This design comes from an exercise in tuning for small area and a short achievable clock period on the open sky130 flow, not from production work.
Only simulation tests tie the RTL to the original design; equivalence was not proved.
Power figures rest on the tool's default switching activity, not on a simulated workload.

==> module mips_cpu, before the edit <==
module mips_cpu (
  input         clk,
  input         rst,
  output [31:0] imem_addr,
  input  [31:0] imem_rdata,
  output [31:0] dmem_addr,
  output [31:0] dmem_wdata,
  output        dmem_we,
  output        dmem_re,
  input  [31:0] dmem_rdata,
  output        reg_we,
  output [4:0]  reg_waddr,
  output [31:0] reg_wdata
);
  reg  [31:0] pc;
  wire [31:0] rf [0:7];
  wire [31:0] ins = imem_rdata;
  wire [5:0]  op  = ins[31:26];
  wire [5:0]  fn  = ins[5:0];
  wire [4:0]  rt  = ins[20:16];
  wire [31:0] se  = {{16{ins[15]}}, ins[15:0]};
  wire [7:0] dec_s, dec_t;
  genvar j;
  generate
    for (j = 0; j < 8; j = j + 1) begin : g_dec
      assign dec_s[j] = (ins[23:21] == j);
      assign dec_t[j] = (ins[18:16] == j);
    end
  endgenerate
  wire [31:0] a, b;
  rf_read rd_a (.sel(dec_s), .r0(rf[0]), .r1(rf[1]), .r2(rf[2]), .r3(rf[3]),
                .r4(rf[4]), .r5(rf[5]), .r6(rf[6]), .r7(rf[7]), .q(a));
  rf_read rd_b (.sel(dec_t), .r0(rf[0]), .r1(rf[1]), .r2(rf[2]), .r3(rf[3]),
                .r4(rf[4]), .r5(rf[5]), .r6(rf[6]), .r7(rf[7]), .q(b));
  wire r_type  = (op == 6'h00);
  wire r_add   = r_type & (fn[5:1] == 5'b10000);
  wire r_sub   = r_type & (fn[5:1] == 5'b10001);
  wire r_and   = r_type & (fn == 6'h24);
  wire r_or    = r_type & (fn == 6'h25);
  wire r_xor   = r_type & (fn == 6'h26);
  wire r_sll   = r_type & (fn == 6'h00 || fn == 6'h04);
  wire r_srl   = r_type & (fn == 6'h02 || fn == 6'h03 || fn == 6'h06);
  wire r_slt   = r_type & (fn == 6'h2a);
  wire r_sltu  = r_type & (fn == 6'h2b);
  wire r_lui   = r_type & (fn == 6'h38);
  wire r_jr    = r_type & (fn == 6'h08);
  wire i_add   = (op[5:1] == 5'b00100);
  wire i_slt   = (op == 6'h0a);
  wire i_sltu  = (op == 6'h0b);
  wire i_and   = (op == 6'h0c);
  wire i_or    = (op == 6'h0d);
  wire i_xor   = (op == 6'h0e);
  wire i_lui   = (op == 6'h0f);
  wire i_alu   = (op[5:3] == 3'b001);
  wire ld      = (op == 6'h20 || op == 6'h23);
  wire st      = (op == 6'h28 || op == 6'h2b);
  wire jmp     = (op[5:1] == 5'b00001);
  wire jal     = (op == 6'h03);
  wire beq     = (op == 6'h04);
  wire bne     = (op == 6'h05);
  wire blez    = (op == 6'h06);
  wire bgtz    = (op == 6'h07);
  wire regimm  = (op == 6'h01);
  wire rim_ge  = regimm & (rt == 5'd0 || rt == 5'd16);
  wire rim_lt  = regimm & (rt == 5'd1 || rt == 5'd17);
  wire rim_lnk = regimm & (rt == 5'd16 || rt == 5'd17);
  wire link    = jal | rim_lnk;
  wire use_imm = op[5] | op[3];
  wire sub     = r_type ? (fn[1] & ~fn[2])
                        : (~op[5] & (op[3] ? (op[1] & ~op[2]) : op[2]));
  wire [31:0] b2 = use_imm ? se : b;
  wire [31:0] bx = b2 ^ {32{sub}};
  wire [33:0] sum = {1'b0, a, 1'b1} + {1'b0, bx, sub};
  wire [31:0] s   = sum[32:1];
  wire lt_s = ~(a[31] ^ b2[31]) ^ sum[33];
  wire lt_u = ~sum[33];
  wire eq   = (s == 32'd0);
  wire az   = (a == 32'd0);
  function [31:0] rev(input [31:0] x);
    integer k;
    for (k = 0; k < 32; k = k + 1) rev[k] = x[31-k];
  endfunction
  wire        big = |b[31:5];
  wire [31:0] shin = r_srl ? rev(a) : a;
  wire [31:0] shy  = shin << b[4:0];
  wire nr       = ~rst;
  wire sel_add  = (r_add | r_sub | i_add) & nr;
  wire sel_and  = (r_and | i_and) & nr;
  wire sel_or   = (r_or  | i_or) & nr;
  wire sel_xor  = (r_xor | i_xor) & nr;
  wire sel_sll  = r_sll & ~big & nr;
  wire sel_srl  = r_srl & ~big & nr;
  wire sel_slt  = (r_slt | i_slt) & nr;
  wire sel_sltu = (r_sltu | i_sltu) & nr;
  wire sel_lui  = (r_lui | i_lui) & nr;
  wire sel_ld   = ld & nr;
  wire sel_link = link & nr;
  wire [13:0] pc_hi = pc[31:18];
  wire [13:0] hinc  = pc_hi + 14'd1;
  wire [13:0] hdec  = pc_hi - 14'd1;
  wire [16:0] lo4   = {1'b0, pc[17:2]} + 17'd1;
  wire [31:0] pc4   = {lo4[16] ? hinc : pc_hi, lo4[15:0], pc[1:0]};
  wire [17:0] lob   = {1'b0, pc[17:2], 1'b1} + {1'b0, ins[15:0], 1'b1};
  wire        bc    = lob[17];
  wire        bs    = ins[15];
  wire [13:0] bhi   = (bc & ~bs) ? hinc : (~bc & bs) ? hdec : pc_hi;
  wire [31:0] bt    = {bhi, lob[16:1], pc[1:0]};
  assign reg_wdata = ({32{sel_add}} & s)
                   | ({32{sel_and}} & (a & bx))
                   | ({32{sel_or}}  & (a | bx))
                   | ({32{sel_xor}} & (a ^ bx))
                   | ({32{sel_sll}} & shy)
                   | ({32{sel_srl}} & rev(shy))
                   | {31'd0, sel_slt & lt_s | sel_sltu & lt_u}
                   | ({32{sel_lui}} & {bx[15:0], 16'd0})
                   | ({32{sel_ld}} & dmem_rdata)
                   | ({32{sel_link}} & pc4);
  assign reg_we    = (r_type & ~r_jr) | i_alu | ld | jal | rim_lnk;
  assign reg_waddr = link ? 5'd31 : r_type ? ins[15:11] : rt;
  assign dmem_re   = ld;
  assign dmem_we   = st;
  assign dmem_addr = s;
  assign dmem_wdata = b;
  assign imem_addr = pc;
  wire taken = (beq & eq) | (bne & ~eq) | (blez & (a[31] | az))
             | (bgtz & ~a[31] & ~az) | (rim_ge & ~a[31]) | (rim_lt & a[31]);
  wire [31:0] jt = {pc4[31:28], ins[25:0], 2'b00};
  wire s_jr  = r_jr & nr;
  wire s_j   = jmp & nr;
  wire s_bt  = taken & nr;
  wire s_seq = ~(r_jr | jmp | taken) & nr;
  wire [31:0] npc = ({32{s_jr}} & a) | ({32{s_j}} & jt) | ({32{s_bt}} & bt)
                  | ({32{s_seq}} & pc4);
  always @(posedge clk) pc <= npc;
  wire [2:0]  wa = reg_waddr[2:0];
  wire [31:0] wd = reg_wdata;
  genvar i;
  generate
    for (i = 0; i < 8; i = i + 1) begin : g_rf
      reg [31:0] q;
      wire en = rst | (reg_we & (wa == i));
      always @(posedge clk) begin
        if (en) q <= (i == 1) ? {wd[31:1], wd[0] | rst} : wd;
      end
      assign rf[i] = q;
    end
  endgenerate
endmodule
==> flow/config.mk <==
export PLATFORM = sky130hd
export DESIGN_NAME = mips_cpu
export DESIGN_NICKNAME = mips_cpu
export VERILOG_FILES = /design/flow/design.v
export SDC_FILE = /design/flow/constraint.sdc
export NUM_CORES = 4
export LEC_CHECK = 0
export CAP_MARGIN = 20
export CORE_MARGIN = 2
export CORE_UTILIZATION = 50
export PLACE_DENSITY = 0.65
export SETUP_SLACK_MARGIN = 2
export SLEW_MARGIN = 20
export SYNTH_HIERARCHICAL = 1
export TNS_END_PERCENT = 0
==> flow/constraint.sdc <==
create_clock -name core_clock -period 10.5 [get_ports {clk}]
set_input_delay 2.1000 -clock core_clock [delete_from_list [all_inputs] [get_ports {clk}]]
set_output_delay 2.1000 -clock core_clock [all_outputs]
set_load 0.01 [all_outputs]
standard.sh (not shown) runs the stock make flow with config.mk's settings and CLKGATE_MAP_FILE= SYNTH_SCRIPT=/design/flow/synth_recipe.tcl, a recipe that flattens the netlist after the stock synthesis.
==> flow/flow/run.sh <==
#!/bin/bash
# The standard layout, with the port buffers made of plain buffers instead of
# delay cells.
set -euo pipefail
export BUFFER_PORTS_ARGS="-buffer_cell sky130_fd_sc_hd__buf_2"
bash standard.sh > standard.log 2>&1
Then changed:
--- a/flow/design.v
+++ b/flow/design.v
@@ -66,17 +66,17 @@
   wire rim_lnk = regimm & (rt == 5'd16 || rt == 5'd17);
   wire link    = jal | rim_lnk;
   wire use_imm = op[5] | op[3];
   wire sub     = r_type ? (fn[1] & ~fn[2])
                         : (~op[5] & (op[3] ? (op[1] & ~op[2]) : op[2]));
   wire [31:0] b2 = use_imm ? se : b;
-  wire [31:0] bx = b2 ^ {32{sub}};
-  wire [33:0] sum = {1'b0, a, 1'b1} + {1'b0, bx, sub};
-  wire [31:0] s   = sum[32:1];
-  wire lt_s = ~(a[31] ^ b2[31]) ^ sum[33];
-  wire lt_u = ~sum[33];
+  wire [31:0] ax = a ^ {32{sub}};
+  wire [32:0] sum = {1'b0, ax} + {1'b0, b2};
+  wire [31:0] s   = sum[31:0] ^ {32{sub}};
+  wire lt_s = a[31] ^ b2[31] ^ sum[32];
+  wire lt_u = sum[32];
   wire eq   = (s == 32'd0);
   wire az   = (a == 32'd0);
   function [31:0] rev(input [31:0] x);
     integer k;
     for (k = 0; k < 32; k = k + 1) rev[k] = x[31-k];
   endfunction
@@ -103,19 +103,19 @@
   wire [17:0] lob   = {1'b0, pc[17:2], 1'b1} + {1'b0, ins[15:0], 1'b1};
   wire        bc    = lob[17];
   wire        bs    = ins[15];
   wire [13:0] bhi   = (bc & ~bs) ? hinc : (~bc & bs) ? hdec : pc_hi;
   wire [31:0] bt    = {bhi, lob[16:1], pc[1:0]};
   assign reg_wdata = ({32{sel_add}} & s)
-                   | ({32{sel_and}} & (a & bx))
-                   | ({32{sel_or}}  & (a | bx))
-                   | ({32{sel_xor}} & (a ^ bx))
+                   | ({32{sel_and}} & (ax & b2))
+                   | ({32{sel_or}}  & (ax | b2))
+                   | ({32{sel_xor}} & (ax ^ b2))
                    | ({32{sel_sll}} & shy)
                    | ({32{sel_srl}} & rev(shy))
                    | {31'd0, sel_slt & lt_s | sel_sltu & lt_u}
-                   | ({32{sel_lui}} & {bx[15:0], 16'd0})
+                   | ({32{sel_lui}} & {b2[15:0], 16'd0})
                    | ({32{sel_ld}} & dmem_rdata)
                    | ({32{sel_link}} & pc4);
   assign reg_we    = (r_type & ~r_jr) | i_alu | ld | jal | rim_lnk;
   assign reg_waddr = link ? 5'd31 : r_type ? ins[15:11] : rt;
   assign dmem_re   = ld;
   assign dmem_we   = st;
Effect: The changed run finished with timing, DRC and antenna clean; utilization came out lower by 1.7 points; wire length shrinks by a few percent; worst setup slack loses 0.019 ns; hold slack gains 0.043 ns; via count came out lower by a few percent; die area is about the same; total power grows slightly; area after synthesis barely changes.

==> what the ideal ports hide <==
In the flow no input, the clock included, has a driving cell. The finished layouts below were timed again as built, in two steps.
Step 1 sets driving cells, clkbuf_16 on the clock port and buf_2 on the other inputs (assumed; they add their load-dependent delay and slew).
Step 2 times the ports against the registers' clock, not the clock port: input delays grow and output delays shrink by t, the midpoint of the rising clock arrivals with the driver on.
a / b / c = ideal / step 1 / step 2; a / b = the first two.
run	t (ns)	slack for setup (ns)	worst setup path after step 2	clock arrival spread, ns	worst register clock-pin slew, ns
the first run	0.627	1.746 / 1.657 / 1.657	input to output	0.027 / 0.027	0.07 / 0.07
the second run	0.627	1.727 / 1.704 / 1.704	input to output	0.016 / 0.016	0.07 / 0.07
After both steps setup and hold are still met in every run listed. For the first run, which loses most, drivers alone change the setup slack by -0.089 ns; drivers and shift together by -0.089 ns.
